Context: an optimization exercise on an open-source flow, tuned for a short achievable clock period. The choices shown serve that exercise and are no tape-out recipe.
In this exercise RTL edits were held to simulation tests only and were not proved equivalent to the original.
No activity file was given, so power comes from the tool's default toggle rates.

===== design/flow/design.v =====
module pfx_n (
    input  logic g_hi, p_hi, g_lo, p_lo,
    output logic ng, np
);
    assign ng = ~(g_hi | (p_hi & g_lo));
    assign np = ~(p_hi & p_lo);
endmodule
module pfx_p (
    input  logic ng_hi, np_hi, ng_lo, np_lo,
    output logic g, p
);
    assign g = ~(ng_hi & (np_hi | ng_lo));
    assign p = ~(np_hi | np_lo);
endmodule
module ks_carry #(
    parameter int W = 16
) (
    input  logic [W-1:0] a,
    input  logic [W-1:0] b,
    input  logic         cin,
    output logic [W-1:0] p0,
    output logic [W:0]   c
);
    localparam int L = $clog2(W);
    logic [W-1:0] g [0:L];
    logic [W-1:0] p [0:L];
    logic [W-1:0] g0;
    genvar j;
    generate
        for (j = 0; j < W; j++) begin : PG
            xor_bit u_p (.late(a[j]), .early(b[j]), .y(p0[j]));
            and_bit u_g (.a(a[j]), .b(b[j]), .y(g0[j]));
        end
    endgenerate
    always_comb begin
        g[0] = g0;
        g[0][0] = g0[0] | (p0[0] & cin);
    end
    assign p[0] = p0;
    genvar l, i;
    generate
        for (l = 1; l <= L; l++) begin : lvl
            for (i = 0; i < W; i++) begin : bit_
                if (i >= (1 << (l - 1))) begin : node
                    if (l % 2 == 1) begin : n
                        pfx_n u (.g_hi(g[l-1][i]), .p_hi(p[l-1][i]),
                                 .g_lo(g[l-1][i - (1 << (l - 1))]), .p_lo(p[l-1][i - (1 << (l - 1))]),
                                 .ng(g[l][i]), .np(p[l][i]));
                    end else begin : p_
                        pfx_p u (.ng_hi(g[l-1][i]), .np_hi(p[l-1][i]),
                                 .ng_lo(g[l-1][i - (1 << (l - 1))]), .np_lo(p[l-1][i - (1 << (l - 1))]),
                                 .g(g[l][i]), .p(p[l][i]));
                    end
                end else begin : pass
                    assign g[l][i] = ~g[l-1][i];
                    assign p[l][i] = ~p[l-1][i];
                end
            end
        end
    endgenerate
    assign c = (L % 2 == 1) ? {~g[L], cin} : {g[L], cin};
endmodule
module ks_add #(
    parameter int W = 16
) (
    input  logic [W-1:0] a,
    input  logic [W-1:0] b,
    input  logic         cin,
    output logic [W-1:0] s
);
    logic [W-1:0] p0;
    logic [W:0] c;
    ks_carry #(W) u_c (.a(a), .b(b), .cin(cin), .p0(p0), .c(c));
    assign s = p0 ^ c[W-1:0];
endmodule
module mux_bit (
    input  logic sel,
    input  logic d1,
    input  logic d0,
    output logic y
);
    assign y = sel ? d1 : d0;
endmodule
module muxi_bit (
    input  logic sel,
    input  logic d1,
    input  logic d0,
    output logic y_n
);
    assign y_n = ~(sel ? d1 : d0);
endmodule
module xnor_bit (
    input  logic late,
    input  logic early,
    output logic y
);
    assign y = ~(late ^ early);
endmodule
module xor_bit (
    input  logic late,
    input  logic early,
    output logic y
);
    assign y = late ^ early;
endmodule
module csa #(
    parameter int W = 16
) (
    input  logic [W-1:0] a,
    input  logic [W-1:0] b,
    input  logic [W-1:0] c,
    output logic [W-1:0] s,
    output logic [W-1:0] c_out
);
    logic [W-1:0] ab;
    genvar j;
    generate
        for (j = 0; j < W; j++) begin : B
            xor_bit u_ab (.late(a[j]), .early(b[j]), .y(ab[j]));
            xor_bit u_s  (.late(ab[j]), .early(c[j]), .y(s[j]));
            maj_bit u_c  (.a(a[j]), .b(b[j]), .c(c[j]), .y(c_out[j]));
        end
    endgenerate
endmodule
module maj_bit (
    input  logic a,
    input  logic b,
    input  logic c,
    output logic y
);
    assign y = (a & b) | (c & (a | b));
endmodule
module and_bit (
    input  logic a,
    input  logic b,
    output logic y
);
    assign y = a & b;
endmodule
module lif_neuron #(
    parameter bit NEXT_OUT = 1,
    parameter bit TRUE_OUT = 0
) (
    input  logic clk,
    input  logic rst,
    input  logic [15:0] I_in,
    input  logic hold,
    input  logic [15:0] V_threshold,
    input  logic [17:0] n_leak,
    input  logic [17:0] c_x,
    input  logic [17:0] c_y,
    input  logic [15:0] V_max,
    input  logic [15:0] V_min,
    input  logic [4:0]  refr_reload,    
    input  logic        load_now,
    input  logic [15:0] thr_now,
    input  logic [17:0] c_t,
    input  logic        max_at_thr,     
    input  logic        min_at_thr,     
    output logic spike,
    output logic [2:0] spike_next      
);
    logic [15:0] V_mem;
    logic [4:0] refr_count;
    logic [17:0] v_x, i_x;
    assign v_x = {{2{V_mem[15]}}, V_mem};
    assign i_x = {{2{I_in[15]}}, I_in};
    logic [17:0] ss, sc, xs, xc, ys, yc;
    logic [17:0] s_b, x_b, y_b;
    csa #(18) u_cs (.a(v_x), .b(i_x), .c(n_leak), .s(ss), .c_out(sc));
    csa #(18) u_cx (.a(v_x), .b(i_x), .c(c_x), .s(xs), .c_out(xc));
    csa #(18) u_cy (.a(v_x), .b(i_x), .c(c_y), .s(ys), .c_out(yc));
    assign s_b = {sc[16:0], 1'b0};
    assign x_b = {xc[16:0], 1'b0};
    assign y_b = {yc[16:0], 1'b0};
    logic [17:0] ps, px, py;
    logic [18:0] cs, cx, cy;
    ks_carry #(18) u_s (.a(ss), .b(s_b), .cin(1'b1), .p0(ps), .c(cs));
    ks_carry #(18) u_x (.a(xs), .b(x_b), .cin(1'b0), .p0(px), .c(cx));
    ks_carry #(18) u_y (.a(ys), .b(y_b), .cin(1'b0), .p0(py), .c(cy));
    logic gen16, kill16, w0, w1;
    assign gen16  = ss[16] & s_b[16];
    assign kill16 = ~(ss[16] | s_b[16]);
    assign w0 = ps[16] ^ ps[17] ^ gen16;     
    assign w1 = ps[16] ^ ps[17] ^ kill16;    
    logic gt_wn, lt_wn;
    logic [1:0] gt, lt;
    muxi_bit u_gtw (.sel(cs[16]), .d1(px[17] ^ w1), .d0(px[17] ^ w0), .y_n(gt_wn));
    muxi_bit u_ltw (.sel(cs[16]), .d1(py[17] ^ w1), .d0(py[17] ^ w0), .y_n(lt_wn));
    genvar h;
    generate
        for (h = 0; h < 2; h++) begin : GL
            xor_bit  u_gt (.late(cx[17]), .early(gt_wn), .y(gt[h]));
            xnor_bit u_lt (.late(cy[17]), .early(lt_wn), .y(lt[h]));
        end
    endgenerate
    logic [15:0] p_thr;
    logic [16:0] c_thr;
    ks_carry #(16) u_thr (.a({~V_mem[15], V_mem[14:0]}), .b({V_threshold[15], ~V_threshold[14:0]}),
                          .cin(1'b1), .p0(p_thr), .c(c_thr));
    logic refr_zero, fire, keep;
    assign refr_zero = (refr_count == 5'd0);
    assign fire = refr_zero & c_thr[16];
    assign keep = hold | ~refr_zero;
    logic [15:0] a0, b0, c0, a_n, b_v, c_v, r_n, v_next, s_lo;
    assign s_lo = ps[15:0] ^ cs[15:0];
    assign a0 = ~refr_zero ? V_mem : (fire ? 16'd0 : V_max);
    assign b0 = ~refr_zero ? V_mem : (fire ? 16'd0 : V_min);
    assign c0 = ~refr_zero ? V_mem : (fire ? 16'd0 : s_lo);
    genvar i;
    generate
        for (i = 0; i < 16; i++) begin : SEL
            muxi_bit u_ha (.sel(hold), .d1(V_mem[i]), .d0(a0[i]), .y_n(a_n[i]));
            mux_bit  u_hb (.sel(hold), .d1(V_mem[i]), .d0(b0[i]), .y(b_v[i]));
            mux_bit  u_hc (.sel(hold), .d1(V_mem[i]), .d0(c0[i]), .y(c_v[i]));
            muxi_bit u_lt (.sel(lt[i / 8]), .d1(b_v[i]), .d0(c_v[i]), .y_n(r_n[i]));
            muxi_bit u_gt (.sel(gt[i / 8]), .d1(a_n[i]), .d0(r_n[i]), .y_n(v_next[i]));
        end
    endgenerate
    logic [4:0] refr_next;
    assign refr_next = hold ? refr_count
                     : (~refr_zero ? refr_count - 5'd1 : (fire ? refr_reload : 5'd0));
    always_ff @(posedge clk or posedge rst) begin
        if (rst) begin
            V_mem      <= '0;
            refr_count <= '0;
        end else begin
            V_mem      <= v_next;
            refr_count <= refr_next;
        end
    end
    genvar n;
    generate
        if (NEXT_OUT) begin : g_next
            logic spike_late;
            always_ff @(posedge clk or posedge rst) begin
                if (rst)        spike_late <= 1'b0;
                else if (!hold) spike_late <= fire;
            end
            for (n = 0; n < 3; n++) begin : CP
                mux_bit u_next (.sel(hold), .d1(spike_late), .d0(fire), .y(spike_next[n]));
            end
        end else begin : g_no_next
            assign spike_next = '0;
        end
        if (TRUE_OUT) begin : g_true
            logic [17:0] ts, tc, pt;
            logic [18:0] ct;
            csa      #(18) u_ct (.a(v_x), .b(i_x), .c(c_t), .s(ts), .c_out(tc));
            ks_carry #(18) u_t  (.a(ts), .b({tc[16:0], 1'b0}), .cin(1'b0), .p0(pt), .c(ct));
            logic [15:0] p_u;
            logic [16:0] c_u;
            ks_carry #(16) u_u (.a({~V_mem[15], V_mem[14:0]}), .b({thr_now[15], ~thr_now[14:0]}),
                                .cin(1'b1), .p0(p_u), .c(c_u));
            logic zero_at_thr;
            assign zero_at_thr = thr_now[15] | (thr_now == 16'd0);
            logic rz_next, e_kf, kf, sel_s, e_c;
            assign rz_next = (refr_next == 5'd0);
            assign kf      = keep | fire;
            assign e_kf    = rz_next & (keep ? c_u[16] : zero_at_thr);
            assign sel_s   = ~load_now & ~kf;
            assign e_c     = load_now ? spike : e_kf;
            logic a_t, b_t, c_t1, a_tn, r_tn, d_t;
            assign a_t = load_now ? spike : (kf ? e_kf : max_at_thr);
            assign b_t = load_now ? spike : (kf ? e_kf : min_at_thr);
            mux_bit  u_tc (.sel(sel_s), .d1(~(pt[17] ^ ct[17])), .d0(e_c), .y(c_t1));
            assign a_tn = ~a_t;
            muxi_bit u_tl (.sel(lt[1]), .d1(b_t), .d0(c_t1), .y_n(r_tn));
            muxi_bit u_tg (.sel(gt[1]), .d1(a_tn), .d0(r_tn), .y_n(d_t));
            always_ff @(posedge clk or posedge rst) begin
                if (rst) spike <= 1'b0;
                else     spike <= d_t;
            end
        end else begin : g_no_true
            assign spike = 1'b0;
        end
    endgenerate
endmodule
module spiking_neural_network #(
    parameter int WIDTH = 16,       
    parameter int N_INPUT = 4,      
    parameter int N_OUTPUT = 3      
) (
    input  logic clk, rst,
    input  logic [N_INPUT*WIDTH-1:0] I_in,  
    input  logic load_params,   
    input  logic [WIDTH-1:0] new_V_threshold, new_leak_factor, new_refr_period,
    input  logic signed [WIDTH-1:0] new_V_max, new_V_min,
    input  logic [N_INPUT*N_OUTPUT*WIDTH-1:0] synapses,  
    output logic [N_OUTPUT-1:0] spike_L2   
);
    localparam logic [15:0] THR_R  = 16'd30000;
    localparam logic [15:0] LEAK_R = 16'd100;
    localparam logic [15:0] VMAX_R = 16'h7fff;
    localparam logic [15:0] VMIN_R = 16'h8000;
    localparam logic [4:0]  RP_R   = 5'd10;
    logic [15:0] thr_e, leak_e, vmax_e, vmin_e;
    logic [4:0]  rp_e;
    always_ff @(posedge clk or posedge rst) begin
        if (rst) begin
            thr_e  <= '0;
            leak_e <= '0;
            vmax_e <= '0;
            vmin_e <= '0;
            rp_e   <= '0;
        end else if (load_params) begin
            thr_e  <= new_V_threshold ^ THR_R;
            leak_e <= new_leak_factor ^ LEAK_R;
            vmax_e <= new_V_max ^ VMAX_R;
            vmin_e <= new_V_min ^ VMIN_R;
            rp_e   <= new_refr_period[4:0] ^ RP_R;
        end
    end
    logic [15:0] thr, leak, vmax_in, vmin;
    logic [4:0]  rp;
    assign thr     = thr_e ^ THR_R;
    assign leak    = leak_e ^ LEAK_R;
    assign vmax_in = vmax_e ^ VMAX_R;
    assign vmin    = vmin_e ^ VMIN_R;
    assign rp      = rp_e ^ RP_R;
    logic [17:0] nl_x, nmax_x, nmin_x, nthr_x;
    assign nl_x   = ~{{2{leak[15]}}, leak};
    assign nmax_x = ~{{2{vmax_in[15]}}, vmax_in};
    assign nmin_x = ~{{2{vmin[15]}}, vmin};
    assign nthr_x = ~{{2{thr[15]}}, thr};
    logic [15:0] p_lim;
    logic [16:0] c_lim;
    ks_carry #(16) u_lim (.a({~vmax_in[15], vmax_in[14:0]}), .b({vmin[15], ~vmin[14:0]}),
                          .cin(1'b1), .p0(p_lim), .c(c_lim));
    logic adj;
    assign adj = ~c_lim[16];
    logic [15:0] min_p1, vmax;
    ks_add #(16) u_inc (.a(vmin), .b(16'd0), .cin(1'b1), .s(min_p1));
    assign vmax = adj ? min_p1 : vmax_in;
    logic [17:0] cx_a, cx_b, cx_bw, cx;
    ks_add #(18) u_cxa (.a(nl_x), .b(nmax_x), .cin(1'b1), .s(cx_a));
    ks_add #(18) u_cxb (.a(nl_x), .b(nmin_x), .cin(1'b0), .s(cx_b));
    logic min_top;
    assign min_top = (vmin == 16'h7fff);
    assign cx_bw = {cx_b[17:16] + {1'b0, min_top}, cx_b[15:0]};
    assign cx    = adj ? cx_bw : cx_a;
    logic [17:0] cy, cys, cyc, ct, cts, ctc;
    assign cys = nl_x ^ nmin_x ^ 18'd2;
    assign cyc = (nl_x & nmin_x) | ((nl_x | nmin_x) & 18'd2);
    ks_add #(18) u_cy (.a(cys), .b({cyc[16:0], 1'b0}), .cin(1'b0), .s(cy));
    assign cts = nl_x ^ nthr_x ^ 18'd2;
    assign ctc = (nl_x & nthr_x) | ((nl_x | nthr_x) & 18'd2);
    ks_add #(18) u_ct (.a(cts), .b({ctc[16:0], 1'b0}), .cin(1'b0), .s(ct));
    logic [15:0] p_mx, p_mn;
    logic [16:0] c_mx, c_mn;
    ks_carry #(16) u_mx (.a({~vmax[15], vmax[14:0]}), .b({thr[15], ~thr[14:0]}),
                         .cin(1'b1), .p0(p_mx), .c(c_mx));
    ks_carry #(16) u_mn (.a({~vmin[15], vmin[14:0]}), .b({thr[15], ~thr[14:0]}),
                         .cin(1'b1), .p0(p_mn), .c(c_mn));
    logic [4:0] rr;
    assign rr = rp - 5'd1;
    localparam logic [15:0] D_THR_R  = 16'd30000;
    localparam logic [17:0] D_NL_R   = ~18'd100;
    localparam logic [17:0] D_CX_R   = -18'sd100 - 18'sd32767 - 18'sd1;
    localparam logic [17:0] D_CY_R   = -18'sd100 + 18'sd32768;
    localparam logic [17:0] D_CT_R   = -18'sd100 - 18'sd30000;
    localparam logic [15:0] D_VMAX_R = 16'h7fff;
    localparam logic [15:0] D_VMIN_R = 16'h8000;
    localparam logic [4:0]  D_RR_R   = 5'd9;
    logic [15:0] d_thr_e, d_vmax_e, d_vmin_e;
    logic [17:0] d_nl_e, d_cx_e, d_cy_e, d_ct_e;
    logic [4:0]  d_rr_e;
    logic        d_mx_e, d_mn;
    always_ff @(posedge clk or posedge rst) begin
        if (rst) begin
            d_thr_e  <= '0;
            d_nl_e   <= '0;
            d_cx_e   <= '0;
            d_cy_e   <= '0;
            d_ct_e   <= '0;
            d_vmax_e <= '0;
            d_vmin_e <= '0;
            d_rr_e   <= '0;
            d_mx_e   <= 1'b0;
            d_mn     <= 1'b0;
        end else begin
            d_thr_e  <= thr ^ D_THR_R;
            d_nl_e   <= nl_x ^ D_NL_R;
            d_cx_e   <= cx ^ D_CX_R;
            d_cy_e   <= cy ^ D_CY_R;
            d_ct_e   <= ct ^ D_CT_R;
            d_vmax_e <= vmax ^ D_VMAX_R;
            d_vmin_e <= vmin ^ D_VMIN_R;
            d_rr_e   <= rr ^ D_RR_R;
            d_mx_e   <= ~c_mx[16];       
            d_mn     <= c_mn[16];        
        end
    end
    logic [15:0] d_thr, d_vmax, d_vmin;
    logic [17:0] d_nl, d_cx, d_cy, d_ct;
    logic [4:0]  d_rr;
    logic        d_mx;
    assign d_thr  = d_thr_e ^ D_THR_R;
    assign d_nl   = d_nl_e ^ D_NL_R;
    assign d_cx   = d_cx_e ^ D_CX_R;
    assign d_cy   = d_cy_e ^ D_CY_R;
    assign d_ct   = d_ct_e ^ D_CT_R;
    assign d_vmax = d_vmax_e ^ D_VMAX_R;
    assign d_vmin = d_vmin_e ^ D_VMIN_R;
    assign d_rr   = d_rr_e ^ D_RR_R;
    assign d_mx   = ~d_mx_e;
    logic [N_INPUT*WIDTH-1:0] I_in_d;
    always_ff @(posedge clk) I_in_d <= I_in;
    logic load_d;
    always_ff @(posedge clk or posedge rst) begin
        if (rst) load_d <= 1'b1;
        else     load_d <= load_params;
    end
    logic [N_INPUT*N_OUTPUT*WIDTH-1:0] weights;
    always_ff @(posedge clk) begin
        if (load_params) weights <= synapses;
    end
    logic [N_INPUT-1:0] spike_L1 [N_OUTPUT];
    logic [WIDTH-1:0] I_syn [N_OUTPUT];
    logic [WIDTH-1:0] I_syn_d [N_OUTPUT];
    genvar i;
    generate
        for (i = 0; i < N_INPUT; i++) begin : L1_NEURONS
            logic [2:0] nxt;
            logic unused;
            lif_neuron #(.NEXT_OUT(1), .TRUE_OUT(0)) neuron_L1 (
                .clk(clk), .rst(rst),
                .I_in(I_in_d[i*WIDTH +: WIDTH]),
                .hold(load_d),
                .V_threshold(d_thr), .n_leak(d_nl), .c_x(d_cx), .c_y(d_cy),
                .V_max(d_vmax), .V_min(d_vmin), .refr_reload(d_rr),
                .load_now(1'b0), .thr_now(16'd0), .c_t(18'd0),
                .max_at_thr(1'b0), .min_at_thr(1'b0),
                .spike(unused),
                .spike_next(nxt)
            );
            assign spike_L1[0][i] = nxt[0];
            assign spike_L1[1][i] = nxt[1];
            assign spike_L1[2][i] = nxt[2];
        end
    endgenerate
    genvar o, k;
    generate
        for (o = 0; o < N_OUTPUT; o++) begin : SYN
            logic [WIDTH-1:0] sum [N_INPUT];
            for (k = 0; k < N_INPUT; k++) begin : ADD
                ks_add #(WIDTH) u_syn (.a(I_syn[o]), .b(weights[(k*N_OUTPUT+o)*WIDTH +: WIDTH]),
                                       .cin(1'b0), .s(sum[k]));
            end
            logic [N_INPUT-1:0] sp, pick;
            assign sp = spike_L1[o];
            assign pick[3] = sp[3];
            assign pick[2] = ~sp[3] & sp[2];
            assign pick[1] = ~sp[3] & ~sp[2] & sp[1];
            assign pick[0] = ~sp[3] & ~sp[2] & ~sp[1] & sp[0];
            always_ff @(posedge clk or posedge rst) begin
                if (rst) I_syn[o] <= '0;
                else     I_syn[o] <= ({WIDTH{pick[3]}} & sum[3]) | ({WIDTH{pick[2]}} & sum[2])
                                   | ({WIDTH{pick[1]}} & sum[1]) | ({WIDTH{pick[0]}} & sum[0]);
            end
            always_ff @(posedge clk) I_syn_d[o] <= I_syn[o];
        end
    endgenerate
    generate
        for (o = 0; o < N_OUTPUT; o++) begin : L2_NEURONS
            logic [2:0] unused;
            lif_neuron #(.NEXT_OUT(0), .TRUE_OUT(1)) neuron_L2 (
                .clk(clk), .rst(rst),
                .I_in(I_syn_d[o]),
                .hold(load_d),
                .V_threshold(d_thr), .n_leak(d_nl), .c_x(d_cx), .c_y(d_cy),
                .V_max(d_vmax), .V_min(d_vmin), .refr_reload(d_rr),
                .load_now(load_params), .thr_now(thr), .c_t(d_ct),
                .max_at_thr(d_mx), .min_at_thr(d_mn),
                .spike(spike_L2[o]),
                .spike_next(unused)
            );
        end
    endgenerate
endmodule

===== design/flow/standard.sh =====
#!/bin/bash
# synth_recipe.tcl (not shown) runs the flow's synth.tcl, then flattens the netlist and writes it again
# the make line also repeats each setting of config.mk as NAME=value (left out here)
make -C /OpenROAD-flow-scripts/flow DESIGN_CONFIG=/design/flow/config.mk WORK_HOME=/design/flow/orfs CLKGATE_MAP_FILE= SYNTH_SCRIPT=/design/flow/synth_recipe.tcl "${@:-finish}"

===== design/flow/config.mk =====
export PLATFORM = sky130hd
export DESIGN_NAME = spiking_neural_network
export DESIGN_NICKNAME = spiking_neural_network
export VERILOG_FILES = /design/flow/design.v
export SDC_FILE = /design/flow/constraint.sdc
export NUM_CORES = 4
export LEC_CHECK = 0
export CAP_MARGIN = 20
export CORE_MARGIN = 2
export CORE_UTILIZATION = 40
export PLACE_DENSITY = 0.6
export SLEW_MARGIN = 20
export SYNTH_HIERARCHICAL = 1

===== design/flow/constraint.sdc =====
create_clock -name core_clock -period 10.0 [get_ports {clk}]
set_input_delay 2.0000 -clock core_clock [delete_from_list [all_inputs] [get_ports {clk}]]
set_output_delay 2.0000 -clock core_clock [all_outputs]
set_load 0.01 [all_outputs]

===== design/flow/flow/run.sh =====
#!/bin/bash
# The standard layout, with the timing repair aiming below the clock
# period (setup margin) so that it keeps improving paths that already meet
# the period. The clock, constraints and every other step are unchanged.
set -euo pipefail
bash standard.sh SETUP_SLACK_MARGIN=7.5 finish > standard_flow.log 2>&1

==> results of run 1 <==
metal layers:
metal / vias to the layer above / share of wire, %
met2: 2639 / 43
met3: 718 / 8.0
met1: 35972 / 42
li1: 34039 / -
met4: 18 / 6.7
met5: - / 0.032
per-stage QoR:
stage | util (%) | total power, mW | hold WS [ps] | area, um2
after floorplan | - | 24.0 | 354 | 87000
after global placement | 43.0 | 29.3 | 355 | 91900
after detailed placement | 43.0 | 29.9 | 359 | 92000
after CTS | 48.3 | 38.4 | 373 | 103000
after global routing | 50.0 | 42.2 | 420 | 107000
final | 50.0 | 40.2 | 410 | 107000
layout make-up:
type,count,area (um2)
repair inverters,3,28.8
clock buffers,117,2650
diodes,11,27.5
clock inverters,60,777
multi-input cells,8154,69000
fillers,19889,107000
flip-flops and latches,701,18400
inverters,559,2580
repair buffers,982,10100
well taps,2838,3550
where the power goes:
group	internal [mW]	switching, mW
sequential	3.71	1.68
combinational	13.4	17.6
clock	2.17	1.60
worst max path at each step:
stage,to,cells after the start,startpoint
final,spike_L2[0],1,L2_NEURONS[0].neuron_L2.spike$_DFF_PP0_
after global routing,spike_L2[0],1,L2_NEURONS[0].neuron_L2.spike$_DFF_PP0_
after CTS,spike_L2[0],1,L2_NEURONS[0].neuron_L2.spike$_DFF_PP0_
after detailed placement,I_syn[2][6]$_DFF_PP0_,12,L1_NEURONS[0].neuron_L1.V_mem[15]$_DFF_PP0_
after global placement,I_syn[2][8]$_DFF_PP0_,12,L1_NEURONS[0].neuron_L1.V_mem[15]$_DFF_PP0_
after floorplan,L2_NEURONS[0].neuron_L2.spike$_DFF_PP0_,9,load_d$_DFF_PP1_
registers in the layout (all words and copies together) (netlist names), 3 cells and up:
| register | count |
|---|---|
| d_rr_e | 5 |
| L2_NEURONS.neuron_L2.V_mem | 48 |
| L1_NEURONS.neuron_L1.V_mem | 64 |
| d_cx_e | 18 |
| thr_e | 16 |
| d_vmax_e | 16 |
| leak_e | 16 |
| d_nl_e | 16 |
| vmin_e | 16 |
| L2_NEURONS.neuron_L2.spike | 3 |
| I_syn_d | 48 |
| weights | 192 |
| d_thr_e | 16 |
| vmax_e | 16 |
| d_vmin_e | 16 |
| L1_NEURONS.neuron_L1.refr_count | 20 |
| L2_NEURONS.neuron_L2.refr_count | 15 |
| d_cy_e | 18 |
| L1_NEURONS.neuron_L1.g_next.spike_late | 4 |
| I_syn | 48 |
| rp_e | 5 |
| d_ct_e | 18 |
| I_in_d | 64 |
placed cells by master (no fill, tap or decap), types with 245 or more instances in the layout:
master / count
a21oi_2: 956
a22o_1: 336
and2_1: 873
buf_4: 455
clkdlybuf4s50_1: 325
dfrtp_1: 248
inv_1: 459
maj3_2: 408
mux2_4: 245
mux2i_1: 366
nand2_1: 849
nor2_1: 391
o21ai_2: 646
xor2_1: 1911
worst reg2reg max path, stage by stage, from the launching register on:
cell and delay [ps]:
dfrtp_2 450, inv_8 120, buf_6 110, buf_8 140
buf_16 180, buf_12 140, xor2_4 150, xor2_2 220
xor2_2 270, xnor2_2 180, buf_4 190, xnor2_4 80
mux2i_4 260, xnor2_2 180, buf_6 190, mux2i_1 210
mux2i_1 100
repair_timing:
item                                    CTS  global route
resized for setup                       912           360
hold buffers                              0             0
buffers inserted                        348           195
cloned                                   25             7
endpoints found under the setup margin  806           438
pin swaps                               134           136
==> results.cfg, run 1 <==
[pwr]
powerDensity_nw_per_um2 = 375
vdd_drop_max_v = 0.000575
leakage_nw = 47.3

[route]
firstDrtPassIters = 6
drc = 0
totalWireLength_mm = 331
drt-initial-drc-count = 5953
routedWlPerCell_um = 24.7
viasPerCell = 5.47
dr_total_vias = 73386
detail-route-antenna-nets = 0

[floorplan]
die_h_um = 468
coreArea_um2 = 214000
num_rows = 170
io_pins = 342
fp.dieW_um = 468
initial_utilization_pct = 40.2
dieArea_um2 = 219000

[placement]
pre_cts_slack_ps = 5360
dp_hpwl_mm = 225
dpl.cell_count = 12662
place_congestion = 0.949
port_buffers = 330

[setup_path]
cpLargestDelayFamily = flip-flops
critical_path_buf_inv_count = 1
rr_startpoint = d_nl_e[16]$_DFF_PP0_
worstPathCellList = buf_6
critPathKind = reg -> out
r2r_setup_slack_ps = 6680
worst_setup_path_end_kind = output port
start_kind = flip-flop
required_ps = 8000
cp_data_arrival_time_ps = 1460
cp_max_fo = 2
r2r_cells = 16
crit_path_max_incr_delay_ps = 490
rr_endpoint = L2_NEURONS[2].neuron_L2.V_mem[12]$_DFF_PP0_
crit_slowest_cell = dfrtp_2

[final_layout]
nNetsFinal = 10875
stdcell_count = 13425
drive_above_1_share_pct = 37.6
syn2layout_area_growth_pct = 24.6

[timing]
max_freq_mhz = 289
final.setup.worst_slack_ps = 6540
tightestPinTransition_ps = 1310
finClkSkew_ps = 61.5
hold_viol = 0
rsz0062_at_grt = true
fin_crit_sh_pct = 34.6
maxSlewHeadroom_pct = 12.5
setup_viol = 0
finalSetupTns_ps = 0
slew_violations = 0
fin_crit_ps = 3460

[status]
status = complete, no violations

[cts]
cts_buffer_depth = 3
root_buffer = clkbuf_16
cts_tree = yes
cts_buffers = 94
clk_latency_ps = 810
clkTransAtPathRegs_ps = 60
htree_levels = 3
clock_sinks = 701

[synth]
avgSynthCellArea_um2 = 8.96
syn_inst = 9593
syn-cell-area_um2 = 85900
ys.warnings.count = 228

[global_route]
grt_pass1_wl_mm = 469
grt_start_max_net_pins = 109
grt_use_met3_pct = 6.26
met2_usage_pct = 44.4
met1_usage_pct = 38.0
gr-usage-all-layers_pct = 29.1
grt_pass1_vias = 70630
top_usage_layer = met2
grt_overflow = 0
antenna_found_initial = 26

[worst_hold_path]
min-delay-start = rp_e[0]$_DFFE_PP0P_
min_to = d_rr_e[0]$_DFF_PP0_
hold_path.class = reg -> reg
hold_path_depth = 0

[run]
cap_violations = 0
==> run 2, diff against run 1 <==
--- a/design/flow/design.v
+++ b/design/flow/design.v
@@ -145,8 +145,7 @@
     input  logic rst,
-    input  logic [15:0] I_in,
+    input  logic [17:0] j_s,
+    input  logic [17:0] j_x,
+    input  logic [17:0] j_y,
     input  logic hold,
     input  logic [15:0] V_threshold,
-    input  logic [17:0] n_leak,
-    input  logic [17:0] c_x,
-    input  logic [17:0] c_y,
     input  logic [15:0] V_max,
@@ -154,5 +153,5 @@
     input  logic [4:0]  refr_reload,    
+    input  logic [17:0] j_t,
     input  logic        load_now,
     input  logic [15:0] thr_now,
-    input  logic [17:0] c_t,
     input  logic        max_at_thr,     
@@ -164,21 +163,12 @@
     logic [4:0] refr_count;
-    logic [17:0] v_x, i_x;
+    logic [17:0] v_x;
     assign v_x = {{2{V_mem[15]}}, V_mem};
-    assign i_x = {{2{I_in[15]}}, I_in};
-    logic [17:0] ss, sc, xs, xc, ys, yc;
-    logic [17:0] s_b, x_b, y_b;
-    csa #(18) u_cs (.a(v_x), .b(i_x), .c(n_leak), .s(ss), .c_out(sc));
-    csa #(18) u_cx (.a(v_x), .b(i_x), .c(c_x), .s(xs), .c_out(xc));
-    csa #(18) u_cy (.a(v_x), .b(i_x), .c(c_y), .s(ys), .c_out(yc));
-    assign s_b = {sc[16:0], 1'b0};
-    assign x_b = {xc[16:0], 1'b0};
-    assign y_b = {yc[16:0], 1'b0};
     logic [17:0] ps, px, py;
     logic [18:0] cs, cx, cy;
-    ks_carry #(18) u_s (.a(ss), .b(s_b), .cin(1'b1), .p0(ps), .c(cs));
-    ks_carry #(18) u_x (.a(xs), .b(x_b), .cin(1'b0), .p0(px), .c(cx));
-    ks_carry #(18) u_y (.a(ys), .b(y_b), .cin(1'b0), .p0(py), .c(cy));
+    ks_carry #(18) u_s (.a(v_x), .b(j_s), .cin(1'b0), .p0(ps), .c(cs));
+    ks_carry #(18) u_x (.a(v_x), .b(j_x), .cin(1'b0), .p0(px), .c(cx));
+    ks_carry #(18) u_y (.a(v_x), .b(j_y), .cin(1'b0), .p0(py), .c(cy));
     logic gen16, kill16, w0, w1;
-    assign gen16  = ss[16] & s_b[16];
-    assign kill16 = ~(ss[16] | s_b[16]);
+    assign gen16  = v_x[16] & j_s[16];
+    assign kill16 = ~(v_x[16] | j_s[16]);
     assign w0 = ps[16] ^ ps[17] ^ gen16;     
@@ -246,6 +236,5 @@
         if (TRUE_OUT) begin : g_true
-            logic [17:0] ts, tc, pt;
+            logic [17:0] pt;
             logic [18:0] ct;
-            csa      #(18) u_ct (.a(v_x), .b(i_x), .c(c_t), .s(ts), .c_out(tc));
-            ks_carry #(18) u_t  (.a(ts), .b({tc[16:0], 1'b0}), .cin(1'b0), .p0(pt), .c(ct));
+            ks_carry #(18) u_t (.a(v_x), .b(j_t), .cin(1'b0), .p0(pt), .c(ct));
             logic [15:0] p_u;
@@ -269,6 +258,3 @@
             muxi_bit u_tg (.sel(gt[1]), .d1(a_tn), .d0(r_tn), .y_n(d_t));
-            always_ff @(posedge clk or posedge rst) begin
-                if (rst) spike <= 1'b0;
-                else     spike <= d_t;
-            end
+            always_ff @(posedge clk) spike <= d_t;
         end else begin : g_no_true
@@ -296,2 +282,17 @@
     localparam logic [4:0]  RP_R   = 5'd10;
+    logic [1:0] adj;
+    genvar q;
+    generate
+        for (q = 0; q < 2; q++) begin : LIM
+            logic [15:0] p_lim;
+            logic [16:0] c_lim;
+            ks_carry #(16) u_lim (.a({~new_V_max[15], new_V_max[14:0]}),
+                                  .b({new_V_min[15], ~new_V_min[14:0]}),
+                                  .cin(1'b1), .p0(p_lim), .c(c_lim));
+            assign adj[q] = ~c_lim[16];
+        end
+    endgenerate
+    logic [15:0] min_p1, vmax_new;
+    ks_add #(16) u_inc (.a(new_V_min), .b(16'd0), .cin(1'b1), .s(min_p1));
+    assign vmax_new = {adj[1] ? min_p1[15:8] : new_V_max[15:8], adj[0] ? min_p1[7:0] : new_V_max[7:0]};
     logic [15:0] thr_e, leak_e, vmax_e, vmin_e;
@@ -308,3 +309,3 @@
             leak_e <= new_leak_factor ^ LEAK_R;
-            vmax_e <= new_V_max ^ VMAX_R;
+            vmax_e <= vmax_new ^ VMAX_R;
             vmin_e <= new_V_min ^ VMIN_R;
@@ -313,37 +314,18 @@
     end
-    logic [15:0] thr, leak, vmax_in, vmin;
+    logic [15:0] thr, leak, vmax, vmin;
     logic [4:0]  rp;
-    assign thr     = thr_e ^ THR_R;
-    assign leak    = leak_e ^ LEAK_R;
-    assign vmax_in = vmax_e ^ VMAX_R;
-    assign vmin    = vmin_e ^ VMIN_R;
-    assign rp      = rp_e ^ RP_R;
+    assign thr  = thr_e ^ THR_R;
+    assign leak = leak_e ^ LEAK_R;
+    assign vmax = vmax_e ^ VMAX_R;
+    assign vmin = vmin_e ^ VMIN_R;
+    assign rp   = rp_e ^ RP_R;
     logic [17:0] nl_x, nmax_x, nmin_x, nthr_x;
     assign nl_x   = ~{{2{leak[15]}}, leak};
-    assign nmax_x = ~{{2{vmax_in[15]}}, vmax_in};
+    assign nmax_x = ~{{2{vmax[15]}}, vmax};
     assign nmin_x = ~{{2{vmin[15]}}, vmin};
     assign nthr_x = ~{{2{thr[15]}}, thr};
-    logic [15:0] p_lim;
-    logic [16:0] c_lim;
-    ks_carry #(16) u_lim (.a({~vmax_in[15], vmax_in[14:0]}), .b({vmin[15], ~vmin[14:0]}),
-                          .cin(1'b1), .p0(p_lim), .c(c_lim));
-    logic adj;
-    assign adj = ~c_lim[16];
-    logic [15:0] min_p1, vmax;
-    ks_add #(16) u_inc (.a(vmin), .b(16'd0), .cin(1'b1), .s(min_p1));
-    assign vmax = adj ? min_p1 : vmax_in;
-    logic [17:0] cx_a, cx_b, cx_bw, cx;
-    ks_add #(18) u_cxa (.a(nl_x), .b(nmax_x), .cin(1'b1), .s(cx_a));
-    ks_add #(18) u_cxb (.a(nl_x), .b(nmin_x), .cin(1'b0), .s(cx_b));
-    logic min_top;
-    assign min_top = (vmin == 16'h7fff);
-    assign cx_bw = {cx_b[17:16] + {1'b0, min_top}, cx_b[15:0]};
-    assign cx    = adj ? cx_bw : cx_a;
-    logic [17:0] cy, cys, cyc, ct, cts, ctc;
-    assign cys = nl_x ^ nmin_x ^ 18'd2;
-    assign cyc = (nl_x & nmin_x) | ((nl_x | nmin_x) & 18'd2);
-    ks_add #(18) u_cy (.a(cys), .b({cyc[16:0], 1'b0}), .cin(1'b0), .s(cy));
-    assign cts = nl_x ^ nthr_x ^ 18'd2;
-    assign ctc = (nl_x & nthr_x) | ((nl_x | nthr_x) & 18'd2);
-    ks_add #(18) u_ct (.a(cts), .b({ctc[16:0], 1'b0}), .cin(1'b0), .s(ct));
+    localparam logic [15:0] D_THR_R  = 16'd30000;
+    localparam logic [15:0] D_VMAX_R = 16'h7fff;
+    localparam logic [15:0] D_VMIN_R = 16'h8000;
+    localparam logic [4:0]  D_RR_R   = 5'd9;
     logic [15:0] p_mx, p_mn;
@@ -354,14 +336,3 @@
                          .cin(1'b1), .p0(p_mn), .c(c_mn));
-    logic [4:0] rr;
-    assign rr = rp - 5'd1;
-    localparam logic [15:0] D_THR_R  = 16'd30000;
-    localparam logic [17:0] D_NL_R   = ~18'd100;
-    localparam logic [17:0] D_CX_R   = -18'sd100 - 18'sd32767 - 18'sd1;
-    localparam logic [17:0] D_CY_R   = -18'sd100 + 18'sd32768;
-    localparam logic [17:0] D_CT_R   = -18'sd100 - 18'sd30000;
-    localparam logic [15:0] D_VMAX_R = 16'h7fff;
-    localparam logic [15:0] D_VMIN_R = 16'h8000;
-    localparam logic [4:0]  D_RR_R   = 5'd9;
     logic [15:0] d_thr_e, d_vmax_e, d_vmin_e;
-    logic [17:0] d_nl_e, d_cx_e, d_cy_e, d_ct_e;
     logic [4:0]  d_rr_e;
@@ -371,6 +342,2 @@
             d_thr_e  <= '0;
-            d_nl_e   <= '0;
-            d_cx_e   <= '0;
-            d_cy_e   <= '0;
-            d_ct_e   <= '0;
             d_vmax_e <= '0;
@@ -382,9 +349,5 @@
             d_thr_e  <= thr ^ D_THR_R;
-            d_nl_e   <= nl_x ^ D_NL_R;
-            d_cx_e   <= cx ^ D_CX_R;
-            d_cy_e   <= cy ^ D_CY_R;
-            d_ct_e   <= ct ^ D_CT_R;
             d_vmax_e <= vmax ^ D_VMAX_R;
             d_vmin_e <= vmin ^ D_VMIN_R;
-            d_rr_e   <= rr ^ D_RR_R;
+            d_rr_e   <= (rp - 5'd1) ^ D_RR_R;
             d_mx_e   <= ~c_mx[16];       
@@ -394,3 +357,2 @@
     logic [15:0] d_thr, d_vmax, d_vmin;
-    logic [17:0] d_nl, d_cx, d_cy, d_ct;
     logic [4:0]  d_rr;
@@ -398,6 +360,2 @@
     assign d_thr  = d_thr_e ^ D_THR_R;
-    assign d_nl   = d_nl_e ^ D_NL_R;
-    assign d_cx   = d_cx_e ^ D_CX_R;
-    assign d_cy   = d_cy_e ^ D_CY_R;
-    assign d_ct   = d_ct_e ^ D_CT_R;
     assign d_vmax = d_vmax_e ^ D_VMAX_R;
@@ -406,4 +364,2 @@
     assign d_mx   = ~d_mx_e;
-    logic [N_INPUT*WIDTH-1:0] I_in_d;
-    always_ff @(posedge clk) I_in_d <= I_in;
     logic load_d;
@@ -419,3 +375,2 @@
     logic [WIDTH-1:0] I_syn [N_OUTPUT];
-    logic [WIDTH-1:0] I_syn_d [N_OUTPUT];
     genvar i;
@@ -423,2 +378,15 @@
         for (i = 0; i < N_INPUT; i++) begin : L1_NEURONS
+            logic [17:0] i_x, xs, xc, ys, yc, js_n, jx_n, jy_n;
+            logic [17:0] j_s, j_x, j_y;
+            assign i_x = {{2{I_in[i*WIDTH + WIDTH-1]}}, I_in[i*WIDTH +: WIDTH]};
+            ks_add #(18) u_js (.a(i_x), .b(nl_x), .cin(1'b1), .s(js_n));
+            csa    #(18) u_cx (.a(i_x), .b(nl_x), .c(nmax_x), .s(xs), .c_out(xc));
+            ks_add #(18) u_jx (.a(xs), .b({xc[16:0], 1'b0}), .cin(1'b1), .s(jx_n));
+            csa    #(18) u_cy (.a(i_x), .b(nl_x), .c(nmin_x), .s(ys), .c_out(yc));
+            ks_add #(18) u_jy (.a(ys), .b({yc[16:0], 1'b1}), .cin(1'b1), .s(jy_n));
+            always_ff @(posedge clk) begin
+                j_s <= js_n;
+                j_x <= jx_n;
+                j_y <= jy_n;
+            end
             logic [2:0] nxt;
@@ -427,7 +395,6 @@
                 .clk(clk), .rst(rst),
-                .I_in(I_in_d[i*WIDTH +: WIDTH]),
+                .j_s(j_s), .j_x(j_x), .j_y(j_y),
                 .hold(load_d),
-                .V_threshold(d_thr), .n_leak(d_nl), .c_x(d_cx), .c_y(d_cy),
-                .V_max(d_vmax), .V_min(d_vmin), .refr_reload(d_rr),
-                .load_now(1'b0), .thr_now(16'd0), .c_t(18'd0),
+                .V_threshold(d_thr), .V_max(d_vmax), .V_min(d_vmin), .refr_reload(d_rr),
+                .j_t(18'd0), .load_now(1'b0), .thr_now(16'd0),
                 .max_at_thr(1'b0), .min_at_thr(1'b0),
@@ -460,3 +427,2 @@
             end
-            always_ff @(posedge clk) I_syn_d[o] <= I_syn[o];
         end
@@ -465,2 +431,18 @@
         for (o = 0; o < N_OUTPUT; o++) begin : L2_NEURONS
+            logic [17:0] i_x, xs, xc, ys, yc, ts, tc, js_n, jx_n, jy_n, jt_n;
+            logic [17:0] j_s, j_x, j_y, j_t;
+            assign i_x = {{2{I_syn[o][WIDTH-1]}}, I_syn[o]};
+            ks_add #(18) u_js (.a(i_x), .b(nl_x), .cin(1'b1), .s(js_n));
+            csa    #(18) u_cx (.a(i_x), .b(nl_x), .c(nmax_x), .s(xs), .c_out(xc));
+            ks_add #(18) u_jx (.a(xs), .b({xc[16:0], 1'b0}), .cin(1'b1), .s(jx_n));
+            csa    #(18) u_cy (.a(i_x), .b(nl_x), .c(nmin_x), .s(ys), .c_out(yc));
+            ks_add #(18) u_jy (.a(ys), .b({yc[16:0], 1'b1}), .cin(1'b1), .s(jy_n));
+            csa    #(18) u_ct (.a(i_x), .b(nl_x), .c(nthr_x), .s(ts), .c_out(tc));
+            ks_add #(18) u_jt (.a(ts), .b({tc[16:0], 1'b1}), .cin(1'b1), .s(jt_n));
+            always_ff @(posedge clk) begin
+                j_s <= js_n;
+                j_x <= jx_n;
+                j_y <= jy_n;
+                j_t <= jt_n;
+            end
             logic [2:0] unused;
@@ -468,7 +450,6 @@
                 .clk(clk), .rst(rst),
-                .I_in(I_syn_d[o]),
+                .j_s(j_s), .j_x(j_x), .j_y(j_y),
                 .hold(load_d),
-                .V_threshold(d_thr), .n_leak(d_nl), .c_x(d_cx), .c_y(d_cy),
-                .V_max(d_vmax), .V_min(d_vmin), .refr_reload(d_rr),
-                .load_now(load_params), .thr_now(thr), .c_t(d_ct),
+                .V_threshold(d_thr), .V_max(d_vmax), .V_min(d_vmin), .refr_reload(d_rr),
+                .j_t(j_t), .load_now(load_params), .thr_now(thr),
                 .max_at_thr(d_mx), .min_at_thr(d_mn),
--- a/design/flow/config.mk
+++ b/design/flow/config.mk
@@ -9,4 +9,4 @@
 export CORE_MARGIN = 2
-export CORE_UTILIZATION = 40
-export PLACE_DENSITY = 0.6
+export CORE_UTILIZATION = 65
+export PLACE_DENSITY = 0.8
 export SLEW_MARGIN = 20
==> run 2 against run 1 <==
The flow now stops in global routing. Synthesized area rose by 28%. Synthesized cell count increased by 33%.
==> results.cfg, run 2 <==
[global_route]
grt_start_max_net_pins = 88
gr-usage-all-layers_pct = 103
grt_overflow = 11001

[synth]
syn_inst = 12791
syn-cell-area_um2 = 110000
avgSynthCellArea_um2 = 8.62
ys.warnings.count = 226

[floorplan]
die_h_um = 416
initial_utilization_pct = 65.3
fp.dieW_um = 416
num_rows = 151
io_pins = 342

[timing]
worst_endpoint = spike_L2[2]
endpoint_type = output port

[cts]
cts_hold_buf = 0
root_buffer = clkbuf_16
cts_buffer_depth = 3
htree_levels = 3
cts_buffers = 113

[placement]
dp_hpwl_mm = 273
port_buffers = 330
dpl-instance-area_um2 = 116000
place_congestion = 1.01

[status]
status = stopped before the end
failing_step = global routing
firstError = [ERROR GRT-0232] Routing congestion too high. Check the congestion heatmap in the GUI.
-- run 2: metal layers --
layer | track usage [%] | overflow
met1 | 96.7 | 1042
met2 | 117 | 6475
met3 | 94.4 | 1064
met4 | 110 | 2337
met5 | 85.5 | 83
-- run 2: how the worst min path moves through the flow --
stage | start | endpoint | slack [ps] | depth (start not counted)
after global placement | vmin_e[0]$_DFFE_PP0P_ | d_vmin_e[0]$_DFF_PP0_ | 410 | 0
after CTS | vmin_e[8]$_DFFE_PP0P_ | d_vmin_e[8]$_DFF_PP0_ | 480 | 0
after floorplan | rp_e[0]$_DFFE_PP0P_ | d_rr_e[0]$_DFF_PP0_ | 370 | 0
after detailed placement | vmin_e[3]$_DFFE_PP0P_ | d_vmin_e[3]$_DFF_PP0_ | 420 | 0
-- run 2: per-stage QoR --
stage,worst slack [ps],hold slack [ps],power [mW],std cells
4_1_cts,6630,475,45.7,16514
3_5_place_dp,5110,419,34.2,15081
3_3_place_gp,5190,407,33.5,15078
2_1_floorplan,4730,375,29.3,13003
-- run 2: what timing repair did --
item	in CTS
setup buffers	1139
cloned	81
pin swaps	962
setup endpoints to repair	1146
resized for setup	2922
-- run 2: power by group through the flow --
stage,Sequential (mW),Clock [mW],Combinational (mW)
after CTS,7.35,4.40,34.0
after detailed placement,7.44,0,26.8
after global placement,7.35,0,26.1
after floorplan,6.89,0,22.4
==> run 3, diff against run 2 <==
--- a/design/flow/design.v
+++ b/design/flow/design.v
@@ -159,2 +159,3 @@
     output logic spike,
+    output logic spike_d,              
     output logic [2:0] spike_next      
@@ -259,4 +260,6 @@
             always_ff @(posedge clk) spike <= d_t;
+            assign spike_d = d_t;
         end else begin : g_no_true
             assign spike = 1'b0;
+            assign spike_d = 1'b0;
         end
@@ -400,3 +403,3 @@
                 .max_at_thr(1'b0), .min_at_thr(1'b0),
-                .spike(unused),
+                .spike(unused), .spike_d(),
                 .spike_next(nxt)
@@ -448,2 +451,3 @@
             logic [2:0] unused;
+            logic spike_d;
             lif_neuron #(.NEXT_OUT(0), .TRUE_OUT(1)) neuron_L2 (
@@ -455,5 +459,6 @@
                 .max_at_thr(d_mx), .min_at_thr(d_mn),
-                .spike(spike_L2[o]),
+                .spike(), .spike_d(spike_d),
                 .spike_next(unused)
             );
+            always_ff @(posedge clk) spike_L2[o] <= spike_d;
         end
--- a/design/flow/config.mk
+++ b/design/flow/config.mk
@@ -9,4 +9,4 @@
 export CORE_MARGIN = 2
-export CORE_UTILIZATION = 65
-export PLACE_DENSITY = 0.8
+export CORE_UTILIZATION = 40
+export PLACE_DENSITY = 0.6
 export SLEW_MARGIN = 20
==> run 3 against run 2 <==
The run now finishes clean. Synthesized area hardly changed. Synthesized cell count is essentially flat.
==> results.cfg, run 3 <==
[timing]
fin_crit_sh_pct = 34.1
hold_viol = 0
tightestPinTransition_ps = 1270
fin_crit_ps = 3410
max_freq_mhz = 293
maxSlewHeadroom_pct = 15.2
setup_viol = 0
timing.hold.ws_ps = 429
rsz0062_at_grt = true
finalSetupTns_ps = 0
slew_violations = 0
finClkSkew_ps = 98.3

[floorplan]
die_h_um = 529
dieArea_um2 = 280000
num_rows = 192
coreArea_um2 = 274000
initial_utilization_pct = 40.3
fp.dieW_um = 529
io_pins = 342

[final_layout]
stdcell_count = 18435
final_cell_mix = xor2_1 (1,642), a21oi_2 (1,390), buf_4 (1,160), and2_1 (1,142), nand2_1 (1,052)
syn2layout_area_growth_pct = 42.5
largest_reg_flops = 192
mostFrequentLayoutCell = xor2_1
drive_above_1_share_pct = 52.1
final_util_pct = 57.4
regMostFlops = weights
nNetsFinal = 14963

[global_route]
grt_pass1_vias = 93211
grt_pass1_wl_mm = 616
grt_start_max_net_pins = 76
grt_overflow = 0
gr-usage-all-layers_pct = 29.9
antenna_found_initial = 34

[placement]
port_buffers = 330
place_congestion = 0.946
dpl.cell_count = 16556
dp_hpwl_mm = 274

[setup_path]
crit_path_max_incr_delay_ps = 410
crit_slowest_cell = dfxtp_4
cpLargestDelayFamily = flip-flops
cp_data_arrival_time_ps = 1410
start_kind = flip-flop
critPathKind = reg -> out
worstPathCellList = buf_6
cp_max_fo = 1
worst_setup_path_end_kind = output port
required_ps = 8000
critical_path_buf_inv_count = 1

[pwr]
switching_share_pct = 51.5
clockPowerShare_pct = 9.1
leakage_nw = 64.4
vdd_drop_max_v = 0.000365
cellInternalPower_mw = 24.9
powerDensity_nw_per_um2 = 326
power_frac_seq_pct = 14.6
power.switching_mw = 26.5
power_frac_comb_pct = 76.2

[cts]
htree_levels = 3
root_buffer = clkbuf_16
cts_buffer_depth = 3
cts_buffers = 119
cts_tree = yes
clk_latency_ps = 880
clock_sinks = 954
clkTransAtPathRegs_ps = 70

[worst_hold_path]
hold_path.class = reg -> reg

[synth]
syn_inst = 12794
ys.warnings.count = 226
syn-cell-area_um2 = 110000
avgSynthCellArea_um2 = 8.62

[route]
viasPerCell = 5.51
firstDrtPassIters = 6
routedWlPerCell_um = 25.8
drt-initial-drc-count = 9227
totalWireLength_mm = 476
detail-route-antenna-nets = 0
drc = 0
dr_total_vias = 101561

[run]
cap_violations = 0

[status]
status = complete, no violations
## run 3: stage by stage
stage	setup slack [ps]	cell area [um2]	total power, mW
floorplan	4710	113000	29.3
global placement	5160	117000	34.0
detailed placement	5130	118000	34.2
CTS	6570	143000	45.5
global route	6580	157000	53.8
finish	6590	157000	51.3
## run 3: final cells by class
cell class	instances	area [um2]
sequential	954	23000
antenna	29	72.6
tap	3686	4610
multi-input combinational	10816	100000
timing repair buffer	2071	22100
clock buffer	169	3520
timing repair inverter	9	76.3
fill	22352	117000
clock inverter	56	601
inverter	645	2950
## run 3: power by group through the flow
stage	Combinational, mW	Sequential [mW]	Clock, mW
floorplan	22.4	6.91	0
global placement	26.7	7.28	0
detailed placement	26.8	7.32	0
CTS	33.5	7.34	4.70
global route	41.3	7.63	4.86
finish	39.1	7.50	4.69
## run 3: worst paths after layout
kind                                 startpoint                                         endpoint  slack (ps)  cells past startpoint
min in group asynchronous                   rst  L2_NEURONS[0].neuron_L2.refr_count[0]$_DFF_PP0_        1540                      2
max                         spike_L2[0]$_DFF_P_                                      spike_L2[0]        6590                      1
max in group asynchronous                   rst                            I_syn[2][9]$_DFF_PP0_        7590                      4
min                         rp_e[0]$_DFFE_PP0P_                              d_rr_e[0]$_DFF_PP0_         430                      0
min reg2reg                 rp_e[0]$_DFFE_PP0P_                              d_rr_e[0]$_DFF_PP0_         430                      0
max reg2reg                d_thr_e[0]$_DFF_PP0_                            I_syn[0][4]$_DFF_PP0_        6850                     19
## run 3: layer usage
metal | track usage [%] | vias to the layer above | routed length, um
met5 | 0 | - | 211
met1 | 38.6 | 49643 | 185000
met4 | 18.2 | 16 | 42400
met2 | 46.2 | 4774 | 203000
met3 | 5.33 | 1521 | 45100
li1 | - | 45607 | -
## run 3: worst reg2reg max path, cell delays in order (launching register included)
cell	delay, ps
dfrtp_2	400
buf_12	150
buf_8	120
buf_6	100
inv_2	30
xor2_1	150
a21o_1	180
a21oi_2	150
o21ai_2	70
a21oi_2	200
o21ai_4	110
inv_2	100
nor2_4	50
buf_12	140
mux2_4	330
nor4b_4	380
buf_12	190
buf_6	110
a22oi_2	40
nand2_1	80
## run 3: what timing repair did
action	4_1_cts	5_1_grt
pin swaps	916	1000
setup endpoints to repair	1114	667
gates resized for setup	2862	1613
gates cloned	70	26
setup buffers	1023	506
hold buffers	0	0
==> run 4, diff against run 3 <==
==> design/flow/flow/run.sh (replaced) <==
#!/bin/bash
# The standard layout, with two changes in how it is made:
#  - the timing repair aims below the clock period (setup margin), so that
#    it keeps improving paths that already meet the period;
#  - after placement, each output port's register is moved next to the
#    port's output buffer (then legalized), as the placer, seeing ample
#    slack at the design's period, leaves it far from the port.
# The clock, constraints and every other step are unchanged.
set -euo pipefail
bash standard.sh SETUP_SLACK_MARGIN=7.5 place > standard_place.log 2>&1
PLACE_ODB=orfs/results/sky130hd/spiking_neural_network/base/3_place.odb \
    openroad -no_init -exit flow/move_out_regs.tcl > move_out_regs.log 2>&1
bash standard.sh SETUP_SLACK_MARGIN=7.5 finish > standard_finish.log 2>&1
==> design/flow/flow/move_out_regs.tcl (new file) <==
# Place each output port's driving register next to that port's output
# buffer, then legalize. Only placement changes.
set odb_file $::env(PLACE_ODB)
read_db $odb_file
set block [ord::get_db_block]
foreach bterm [$block getBTerms] {
  if {[$bterm getIoType] ne "OUTPUT"} { continue }
  set net [$bterm getNet]
  set buf ""
  foreach it [$net getITerms] {
    if {[$it isOutputSignal]} { set buf [$it getInst] }
  }
  if {$buf eq ""} { continue }
  set reg ""
  foreach it [$buf getITerms] {
    if {[$it isInputSignal]} {
      set n2 [$it getNet]
      foreach it2 [$n2 getITerms] {
        if {[$it2 isOutputSignal]} { set reg [$it2 getInst] }
      }
    }
  }
  if {$reg eq ""} { continue }
  set master [[$reg getMaster] getName]
  if {![string match "*df*" $master]} { puts "skip [$bterm getName]: driver $master"; continue }
  set loc [$buf getLocation]
  puts "move [$reg getName] ($master) from [$reg getLocation] to near [$buf getName] at $loc"
  $reg setLocation [lindex $loc 0] [lindex $loc 1]
  $reg setPlacementStatus PLACED
}
detailed_placement
check_placement -verbose
write_db $odb_file
==> run 4 against run 3 <==
Sequential power is essentially flat. Fmax grew 4.8%. Via count shrank 0.67%. Still clean. Synthesized cell count is the same. Setup slack gained 160 ps. Clock-buffer cell count shrank 9.
==> results.cfg, run 4 <==
[route]
dr_total_vias = 100876
detail-route-antenna-nets = 0
totalWireLength_mm = 474
routedWlPerCell_um = 25.8
viasPerCell = 5.49
drt-initial-drc-count = 8777
firstDrtPassIters = 6
drc = 0

[timing]
finClkSkew_ps = 55.1
timing.hold.ws_ps = 419
setup_viol = 0
hold_viol = 0
slew_violations = 0
maxSlewHeadroom_pct = 17.4
max_freq_mhz = 307
fin_crit_ps = 3250
finalSetupTns_ps = 0
tightestPinTransition_ps = 1240
rsz0062_at_grt = true
fin_crit_sh_pct = 32.5

[setup_path]
cp_max_fo = 1
crit_path_max_incr_delay_ps = 320
worstPathCellList = buf_6
rr_startpoint = d_thr_e[0]$_DFF_PP0_
cp_data_arrival_time_ps = 1250
critPathKind = reg -> out
critical_path_buf_inv_count = 1
cpLargestDelayFamily = flip-flops
startpoint = spike_L2[0]$_DFF_P_
required_ps = 8000
start_kind = flip-flop
crit_slowest_cell = dfxtp_2
worst_setup_path_end_kind = output port

[placement]
place_congestion = 0.946
port_buffers = 330
dp_hpwl_mm = 274

[final_layout]
final_cell_mix = xor2_1 (1,672), a21oi_2 (1,379), and2_1 (1,140), buf_4 (1,108), nand2_1 (1,050)
regMostFlops = weights
drive_above_1_share_pct = 52.1
layout.area.seq_um2 = 23100
largest_reg_flops = 192
syn2layout_area_growth_pct = 42.2
nNetsFinal = 14917
n_fill_cell = 22466
multi_input_area_um2 = 100000
mostFrequentLayoutCell = xor2_1

[cts]
cts_tree = yes
cts_buffer_depth = 3
clkTransAtPathRegs_ps = 70
clk_latency_ps = 830
htree_levels = 3
cts_buffers = 118
clock_sinks = 954
root_buffer = clkbuf_16

[global_route]
grt_pass1_vias = 93360
grt_pass1_wl_mm = 617
top_usage_layer = met2
grt_overflow = 0
gr-usage-all-layers_pct = 29.9
grt_use_met3_pct = 5.53
met1_usage_pct = 38.4
met2_usage_pct = 46.5
grt_start_max_net_pins = 76
antenna_found_initial = 31

[pwr]
powerDensity_nw_per_um2 = 324
leakage_nw = 64.3
p_total_mw = 50.9
vdd_drop_max_v = 0.000274

[synth]
syn_inst = 12794
avgSynthCellArea_um2 = 8.62
syn-cell-area_um2 = 110000
ys.warnings.count = 226

[worst_hold_path]
hold_path.class = reg -> reg
min-delay-start = rp_e[0]$_DFFE_PP0P_

[floorplan]
num_rows = 192
initial_utilization_pct = 40.3
dieArea_um2 = 280000
die_h_um = 529
fp.dieW_um = 529
coreArea_um2 = 274000
io_pins = 342

[status]
status = complete, no violations

[run]
cap_violations = 0
==> run 4: cell count changes in the layout (fill, tap and decap cells not counted), moves of 30 or more <==
cell    previous run  this run
buf_4           1160      1108
xor2_2           744       705
xor2_1          1642      1672
nor2_2           109       149
nor2_4           255       221
==> run 4: stage by stage <==
stage / util, % / setup slack (ps) / cells / cell area, um2
finish: 57.3 / 6750 / 18372 / 157000
global route: 57.2 / 6720 / 18361 / 157000
CTS: 52.4 / 6700 / 17850 / 144000
detailed placement: 42.9 / 5130 / 16556 / 118000
global placement: 42.9 / 5160 / 16554 / 117000
floorplan: - / 4710 / 13006 / 113000
==> run 4: cell type report <==
cell class                 count  share of cell area, %
inverter                     645                   1.85
timing repair inverter         9                 0.0486
tap                         3686                   2.94
antenna                       13                 0.0207
multi-input combinational  10812                   63.7
clock buffer                 160                   2.26
sequential                   954                   14.7
clock inverter                63                  0.429
timing repair buffer        2030                   14.0
==> run 4: path summary, 6_finish.rpt <==
kind,to,slack (ps),cells past startpoint
worst min register to register,d_rr_e[0]$_DFF_PP0_,420,0
worst max register to register,spike_L2[1]$_DFF_P_,6850,18
min in group asynchronous,L2_NEURONS[1].neuron_L2.refr_count[4]$_DFF_PP0_,1610,2
worst min-delay path,d_rr_e[0]$_DFF_PP0_,420,0
worst max-delay path,spike_L2[0],6750,1
max in group asynchronous,I_syn[0][8]$_DFF_PP0_,7600,4
==> run 4: timing repair <==
action | in CTS | in global routing
setup buffers | 1002 | 482
hold buffers | 0 | 0
hold endpoints to repair | 0 | 0
setup endpoints to repair | 1148 | 680
pin swaps | 900 | 922
resized for setup | 2965 | 1512
cloned | 69 | 27
==> run 4: power by group <==
| part | switching, mW | internal (mW) |
|---|---|---|
| Sequential | 1.99 | 5.50 |
| Combinational | 22.2 | 16.5 |
| Clock | 2.03 | 2.74 |
==> run 4: routing by layer <==
metal,routed length [um],vias up
li1,-,45555
met1,184000,49272
met2,204000,4566
met3,44300,1462
met4,41900,21
met5,166,-

re-timing with driven ports:
The results above use ideal ports. As a check the final layouts listed here were re-extracted and re-timed, cells and wires unchanged.
Step 1 (the two cells are an assumption about what drives the block):
set clk [get_ports {clk}]
set_driving_cell -lib_cell sky130_fd_sc_hd__clkbuf_16 $clk
set_driving_cell -lib_cell sky130_fd_sc_hd__buf_2 [delete_from_list [all_inputs] $clk]
Step 2 also shifts input and output timing later by t, the mid clock arrival at the registers, as if the neighbouring blocks saw the same clock.
Three values: ideal, step 1, step 2; two values: the first two.
run | t, ns | setup WS [ns] | pins driven straight from the clock port
run 1 | 0.873 | 6.544 / 6.449 / 6.676 | 1
run 3 | 0.935 | 6.590 / 6.486 / 5.891 | 1
run 4 | 0.901 | 6.745 / 6.644 / 5.937 | 1
After both steps setup and hold are still met in every run listed. For run 4, which loses most, drivers alone change the setup slack by -0.101 ns; drivers and shift together by -0.808 ns.
